Source: an optimization exercise on an open RTL-to-GDS flow (aim: small area, a short achievable clock period and few clock cycles). Production flows keep margins and buffers that such runs may drop. At most, simulation tests tie the RTL to the original design; equivalence was not proved. No activity file was given, so power comes from the tool's default toggle rates.

==> job 3509 <==
==> flow/design.v <==
module rle (
	clk,
	nreset,
	start,
	message_addr,
	message_size,
	rle_addr,
	rle_size,
	done,
	port_A_data_in,
	port_A_data_out,
	port_A_addr,
	port_A_we
	);
input	clk;
input	nreset;
input	start;
input 	[31:0] message_addr;
input	[31:0] message_size;
input	[31:0] rle_addr;
input   [31:0] port_A_data_out;
output  [31:0] port_A_data_in;
output  [15:0] port_A_addr;
output  port_A_we;
output	[31:0] rle_size;
output	done;
localparam RUN = 2'd0, FIN = 2'd1, FIN2 = 2'd2;
reg        busy, done_r, we_r;
reg [1:0]  ph;
reg [13:0] A;             
reg [13:0] O;             
reg        rdv;           
reg        allin;         
reg        rlast;         
reg [5:0]  wleft;         
reg [31:0] W;
reg [3:0]  b;             
reg [3:1]  s;             
reg [3:1]  m;             
reg        Wv, last, first, half;
reg [1:0]  pos;
reg [7:0]  val, cnt, runs;
reg [15:0] lo;
wire [1:0] vb = message_size[1:0];      
wire go_start = start & ~busy;
assign port_A_we      = we_r;
assign port_A_addr    = {A, 2'b00};
assign port_A_data_in = {val, cnt, lo};
assign rle_size       = {23'b0, runs, 1'b0};
assign done           = done_r;
function [2:0] nxt;
	input [1:0] p;
	input [3:1] st;
	begin
		case (p)
			2'd0: nxt = st[1] ? 3'd1 : st[2] ? 3'd2 : st[3] ? 3'd3 : 3'd4;
			2'd1: nxt = st[2] ? 3'd2 : st[3] ? 3'd3 : 3'd4;
			2'd2: nxt = st[3] ? 3'd3 : 3'd4;
			default: nxt = 3'd4;
		endcase
	end
endfunction
wire [3:0] mm   = {m, 1'b0};
wire [2:0] q    = nxt(pos, s);
wire       cons = q[2] | mm[q[1:0]];
wire [2:0] q2   = nxt(q[1:0], s);
wire       cons2 = q2[2] | mm[q2[1:0]];    
wire [2:0] seglen = q - {1'b0, pos};
wire       bp   = b[pos];
wire       nr   = bp | first;
wire       emit = bp & ~first;
wire [7:0] byt  = W[{pos, 3'b000} +: 8];
wire run = busy & (ph == RUN);
wire go  = run & Wv;
wire [31:0] d = port_A_data_out;
wire [3:0] bl;
assign bl[0] = d[7:0]   != W[31:24];
assign bl[1] = d[15:8]  != d[7:0];
assign bl[2] = d[23:16] != d[15:8];
assign bl[3] = d[31:24] != d[23:16];
wire [3:1] ml;
assign ml[1] = rlast & (vb == 2'd1);
assign ml[2] = rlast & (vb == 2'd1 || vb == 2'd2);
assign ml[3] = rlast & (vb != 2'd0);
wire single_l = ~|bl[3:1];
wire land = busy & rdv;
wire free1 = land ? single_l : (go & ~cons) ? cons2 : 1'b1;
wire issue = run & ~we_r & ~allin & free1;
reg        Wv_n, first_n, half_n, busy_n, en_n;
reg [1:0]  ph_n;
always @(*) begin
	Wv_n = Wv; first_n = first; half_n = half;
	ph_n = ph; busy_n = busy; en_n = 1'b0;
	if (busy) begin
		case (ph)
			RUN: begin
				if (go) begin
					first_n = 1'b0;
					if (emit) half_n = ~half;
					if (cons) begin
						Wv_n = 1'b0;
						if (last) ph_n = FIN;
					end else
						en_n = 1'b1;
				end
				if (land) begin
					Wv_n = 1'b1;
					en_n = bl[0] & ~first_n;
				end
			end
			FIN: begin
				if (half) begin
					busy_n = 1'b0;
				end else begin
					half_n = 1'b1;
					ph_n = FIN2;
				end
			end
			default: busy_n = 1'b0;
		endcase
	end
	if (go_start) begin
		busy_n = 1'b1; ph_n = RUN; Wv_n = 1'b0; first_n = 1'b1; half_n = 1'b0;
	end
end
wire we_n = busy_n & ((ph_n == RUN) ? (en_n & half_n) :
                      (ph_n == FIN) ? half_n : 1'b1);
wire [13:0] inc = A + 14'd1;
wire [13:0] pr  = we_r ? O : (issue ? inc : A);
wire [13:0] pw  = we_r ? inc : O;
always @(posedge clk or negedge nreset) begin
	if (!nreset) begin
		busy <= 1'b0;
		done_r <= 1'b0;
		we_r <= 1'b0;
		ph <= RUN;
		rdv <= 1'b0;
		Wv <= 1'b0;
		first <= 1'b1;
		half <= 1'b0;
	end else begin
		busy <= busy_n;
		we_r <= we_n;
		ph <= ph_n;
		Wv <= Wv_n;
		first <= first_n;
		half <= half_n;
		rdv <= issue;
		if (go_start)
			done_r <= 1'b0;
		else if (busy & ~busy_n)
			done_r <= 1'b1;
	end
end
always @(posedge clk) begin
	if (go_start) begin
		A <= message_addr[15:2];
		O <= rle_addr[15:2];
		wleft <= message_size[7:2] - {5'd0, (vb == 2'd0)};
		allin <= 1'b0;
		runs <= 8'd0;
	end else begin
		A <= we_n ? pw : pr;
		O <= we_n ? pr : pw;
		if (issue) begin
			wleft <= wleft - 6'd1;
			rlast <= (wleft == 6'd0);
			if (wleft == 6'd0) allin <= 1'b1;
		end
		if (go) begin
			if (cons) last <= 1'b0;
			else pos <= q[1:0];
			if (nr) begin
				val <= byt;
				cnt <= {5'd0, seglen};
			end else
				cnt <= cnt + {5'd0, seglen};
			if (emit) begin
				runs <= runs + 8'd1;
				if (!half) lo <= {val, cnt};
			end
		end
		if (land) begin
			W <= d;
			b <= bl;
			s <= bl[3:1] | ml;
			m <= ml;
			last <= rlast;
			pos <= 2'd0;
		end
		if (busy && ph == FIN) begin
			runs <= runs + 8'd1;
			if (!half) begin
				lo <= {val, cnt};
				val <= 8'd0;
				cnt <= 8'd0;
			end
		end
	end
end
endmodule
==> flow/run.sh <==
#!/bin/bash
# synth_recipe.tcl (not shown) runs the flow's synth.tcl, then flattens the netlist and writes it again
# the make line also repeats each setting of config.mk as NAME=value (left out here)
make -C /OpenROAD-flow-scripts/flow DESIGN_CONFIG=/design/flow/config.mk WORK_HOME=/design/flow/orfs CLKGATE_MAP_FILE= SYNTH_SCRIPT=/design/flow/synth_recipe.tcl finish
==> flow/config.mk <==
export PLATFORM = sky130hd
export DESIGN_NAME = rle
export DESIGN_NICKNAME = rle
export VERILOG_FILES = /design/flow/design.v
export SDC_FILE = /design/flow/constraint.sdc
export NUM_CORES = 4
export LEC_CHECK = 0
export CAP_MARGIN = 20
export CORE_MARGIN = 2
export CORE_UTILIZATION = 40
export PLACE_DENSITY = 0.6
export SETUP_SLACK_MARGIN = 2.0
export SLEW_MARGIN = 20
==> flow/constraint.sdc <==
create_clock -name core_clock -period 4.0 [get_ports {clk}]
set_input_delay 0.8000 -clock core_clock [delete_from_list [all_inputs] [get_ports {clk}]]
set_output_delay 0.8000 -clock core_clock [all_outputs]
set_load 0.01 [all_outputs]
==> job 1419: changes against job 3509 <==
==> flow/design.v (replaced) <==
module rle (
	clk,
	nreset,
	start,
	message_addr,
	message_size,
	rle_addr,
	rle_size,
	done,
	port_A_data_in,
	port_A_data_out,
	port_A_addr,
	port_A_we
	);
input	clk;
input	nreset;
input	start;
input 	[31:0] message_addr;
input	[31:0] message_size;
input	[31:0] rle_addr;
input   [31:0] port_A_data_out;
output  [31:0] port_A_data_in;
output  [15:0] port_A_addr;
output  port_A_we;
output	[31:0] rle_size;
output	done;
reg        busy, done_r, we_r;
reg        fin, fin2;     
reg [13:0] R;             
reg [13:0] Wp;            
reg        rdv;           
reg        allin;         
reg        rlast;         
reg [5:0]  wleft;         
reg [31:0] W;
reg [3:1]  rb;            
reg [2:0]  qe;            
reg [1:0]  pos;           
reg [2:0]  sl;            
reg [2:0]  q;             
reg        cons;          
reg        eb;            
reg        Wv, last, first, half;
reg [7:0]  val, cnt, runs;
reg [15:0] lo;
wire [1:0] vb = message_size[1:0];      
wire go_start = start & ~busy;
assign port_A_we      = we_r;
assign port_A_addr    = {(we_r ? Wp : R), 2'b00};
assign port_A_data_in = {val, cnt, lo};
assign rle_size       = {23'b0, runs, 1'b0};
assign done           = done_r;
wire       run  = busy & ~fin & ~fin2;
wire       go   = run & Wv;
wire       nr   = eb | first;
wire       emit = eb & ~first;
wire [7:0] byt  = W[{pos, 3'b000} +: 8];
wire [2:0] nq   = rb[1] ? 3'd1 : rb[2] ? 3'd2 : rb[3] ? 3'd3 : qe;
wire [3:1] rbn  = rb[1] ? {rb[3:2], 1'b0} : rb[2] ? {rb[3], 2'b00} : 3'b000;
wire       consn = ~|rb;
wire [3:0] clo  = {1'b0, cnt[2:0]} + {1'b0, sl};
wire [4:0] chi1 = cnt[7:3] + 5'd1;
wire [7:0] cadd = {clo[3] ? chi1 : cnt[7:3], clo[2:0]};
wire [31:0] d = port_A_data_out;
wire [3:0] bl;
assign bl[0] = d[7:0]   != W[31:24];
assign bl[1] = d[15:8]  != d[7:0];
assign bl[2] = d[23:16] != d[15:8];
assign bl[3] = d[31:24] != d[23:16];
wire [3:1] ml;                                            
assign ml[1] = rlast & (vb == 2'd1);
assign ml[2] = rlast & (vb == 2'd1 || vb == 2'd2);
assign ml[3] = rlast & (vb != 2'd0);
wire [3:1] stl = bl[3:1] & ~ml;
wire [2:0] qel = rlast ? {vb == 2'd0, vb} : 3'd4;
wire [2:0] q0  = stl[1] ? 3'd1 : stl[2] ? 3'd2 : stl[3] ? 3'd3 : qel;
wire [3:1] rb0 = stl[1] ? {stl[3:2], 1'b0} : stl[2] ? {stl[3], 2'b00} : 3'b000;
wire land = busy & rdv;
wire free1 = land ? ~|bl[3:1] : (go & ~cons) ? consn : 1'b1;
wire issue = run & ~we_r & ~allin & free1;
wire first_n = first & ~go;
wire half_n  = half ^ (go & emit);
wire fin_n   = go & cons & last;
wire we_n    = (half_n & ((go & ~cons) | (land & bl[0] & ~first_n) | fin_n)) |
               (fin & ~half);
always @(posedge clk or negedge nreset) begin
	if (!nreset) begin
		busy <= 1'b0;
		done_r <= 1'b0;
		we_r <= 1'b0;
		fin <= 1'b0;
		fin2 <= 1'b0;
		rdv <= 1'b0;
		Wv <= 1'b0;
		first <= 1'b1;
		half <= 1'b0;
	end else if (go_start) begin
		busy <= 1'b1;
		done_r <= 1'b0;
		we_r <= 1'b0;
		fin <= 1'b0;
		fin2 <= 1'b0;
		rdv <= 1'b0;
		Wv <= 1'b0;
		first <= 1'b1;
		half <= 1'b0;
	end else begin
		we_r <= we_n;
		rdv <= issue;
		first <= first_n;
		half <= half_n | (fin & ~half);
		fin <= fin_n;
		fin2 <= fin & ~half;
		if (land) Wv <= 1'b1;
		else if (go & cons) Wv <= 1'b0;
		if ((fin & half) | fin2) begin
			busy <= 1'b0;
			done_r <= 1'b1;
		end
	end
end
always @(posedge clk) begin
	if (go_start) begin
		R <= message_addr[15:2];
		Wp <= rle_addr[15:2];
		wleft <= message_size[7:2] - {5'd0, (vb == 2'd0)};
		allin <= 1'b0;
		runs <= 8'd0;
	end else begin
		if (issue) R <= R + 14'd1;
		if (we_r) Wp <= Wp + 14'd1;
		if (issue) begin
			wleft <= wleft - 6'd1;
			rlast <= (wleft == 6'd0);
			if (wleft == 6'd0) allin <= 1'b1;
		end
		if (go) begin
			rb <= rbn;
			pos <= q[1:0];
			q <= nq;
			sl <= nq - q;
			cons <= consn;
			eb <= 1'b1;
			if (nr) begin
				val <= byt;
				cnt <= {5'd0, sl};
			end else
				cnt <= cadd;
			if (emit) begin
				runs <= runs + 8'd1;
				if (!half) lo <= {val, cnt};
			end
		end
		if (land) begin
			W <= d;
			rb <= rb0;
			qe <= qel;
			sl <= q0;
			q <= q0;
			cons <= ~|stl;
			eb <= bl[0];
			last <= rlast;
			pos <= 2'd0;
		end
		if (fin) begin
			runs <= runs + 8'd1;
			if (!half) begin
				lo <= {val, cnt};
				val <= 8'd0;
				cnt <= 8'd0;
			end
		end
	end
end
endmodule
==> flow/flow/run.sh (new file) <==
#!/bin/bash
set -euo pipefail
bash standard.sh "BUFFER_PORTS_ARGS=-buffer_cell sky130_fd_sc_hd__buf_1" finish > standard_flow.log 2>&1
==> flow/standard.sh (new file) <==
#!/bin/bash
# synth_recipe.tcl (not shown) runs the flow's synth.tcl, then flattens the netlist and writes it again
# the make line also repeats each setting of config.mk as NAME=value (left out here)
make -C /OpenROAD-flow-scripts/flow DESIGN_CONFIG=/design/flow/config.mk WORK_HOME=/design/flow/orfs CLKGATE_MAP_FILE= SYNTH_SCRIPT=/design/flow/synth_recipe.tcl "${@:-finish}"
- SETUP_SLACK_MARGIN: 2.0 -> 1.5
removed: flow/run.sh
==> comparison table <==
Final design utilization: job 1419 47.74%; job 3509 57.70%
Comb pwr: job 1419 2480 uW; job 3509 4730 uW
Multi-input gate area in the final layout: job 1419 2970 sq um; job 3509 3821 sq um
Result of the run: job 1419 finished clean; job 3509 finished clean
Final GP Congestion: job 1419 0.8270; job 3509 0.8363
Fraction of area in registers: job 1419 46.76%; job 3509 33.94%
Capture point of the worst reg-to-reg path: job 1419 R[0]; job 3509 cnt[5]
Peak supply drop: job 1419 385.1 uV; job 3509 493.4 uV
Starting density of the core: job 1419 41.05%; job 3509 40.54%
Fmax achieved: job 1419 425.5 MHz; job 3509 320.7 MHz
Fraction of area in multi-input gates: job 1419 35.97%; job 3509 36.99%
Average wire per cell in the routed design: job 1419 15.62 um; job 3509 16.97 um
Area of placed instances: job 1419 7686 sq um; job 3509 8741 sq um
Area fraction of clock buffers and clock inverters: job 1419 6.742%; job 3509 6.335%
Classification of the worst-slack hold path: job 1419 in -> async; job 3509 reg -> reg
Mux share of post-synthesis cell area: job 1419 7.295%; job 3509 7.361%
Fillers: job 1419 1650; job 3509 1504
Buffer count from post-CTS setup fixing: job 1419 0; job 3509 42
Post-synth top area share: job 1419 48.63%; job 3509 34.75%
Iter 0 DRT Violations: job 1419 233; job 3509 439
Combined global-route utilization of all metal layers: job 1419 17.01%; job 3509 19.18%
Number of iterations in the first detailed-routing pass: job 1419 4; job 3509 6
Layout Area Growth over Synthesis: job 1419 16.30%; job 3509 42.32%
Testbench counts of job 1419, summed over its fixed seeds: cycles 18,174.
Function not checked in job 3509: the RTL went through the layout flow alone.

==> static timing again, ports no longer ideal <==
In the flow no input, the clock included, has a driving cell. The finished layouts below were timed again as built, in two steps.
Step 1 (the two cells are an assumption about what drives the block):
set clk [get_ports {clk}]
set_driving_cell -lib_cell sky130_fd_sc_hd__clkbuf_16 $clk
set_driving_cell -lib_cell sky130_fd_sc_hd__buf_2 [delete_from_list [all_inputs] $clk]
Step 2 adds t to the input delays and takes it off the output delays; t is the mean of the earliest and latest rising clock arrival at the registers after step 1. Input paths then give back, and output paths get back, about the clock's delay inside the block.
a / b / c = ideal / step 1 / step 2; a / b = the first two.
run	shift t [ns]	slack for setup (ns)	slew at the worst register clock pin (ns)
job 3509	0.460	0.882 / 0.882 / 0.862	0.06 / 0.06
job 1419	0.456	1.650 / 1.627 / 1.212	0.06 / 0.06
After both steps setup and hold are still met in every run listed. For job 1419, which loses most, drivers alone change the setup slack by -0.023 ns; drivers and shift together by -0.438 ns.
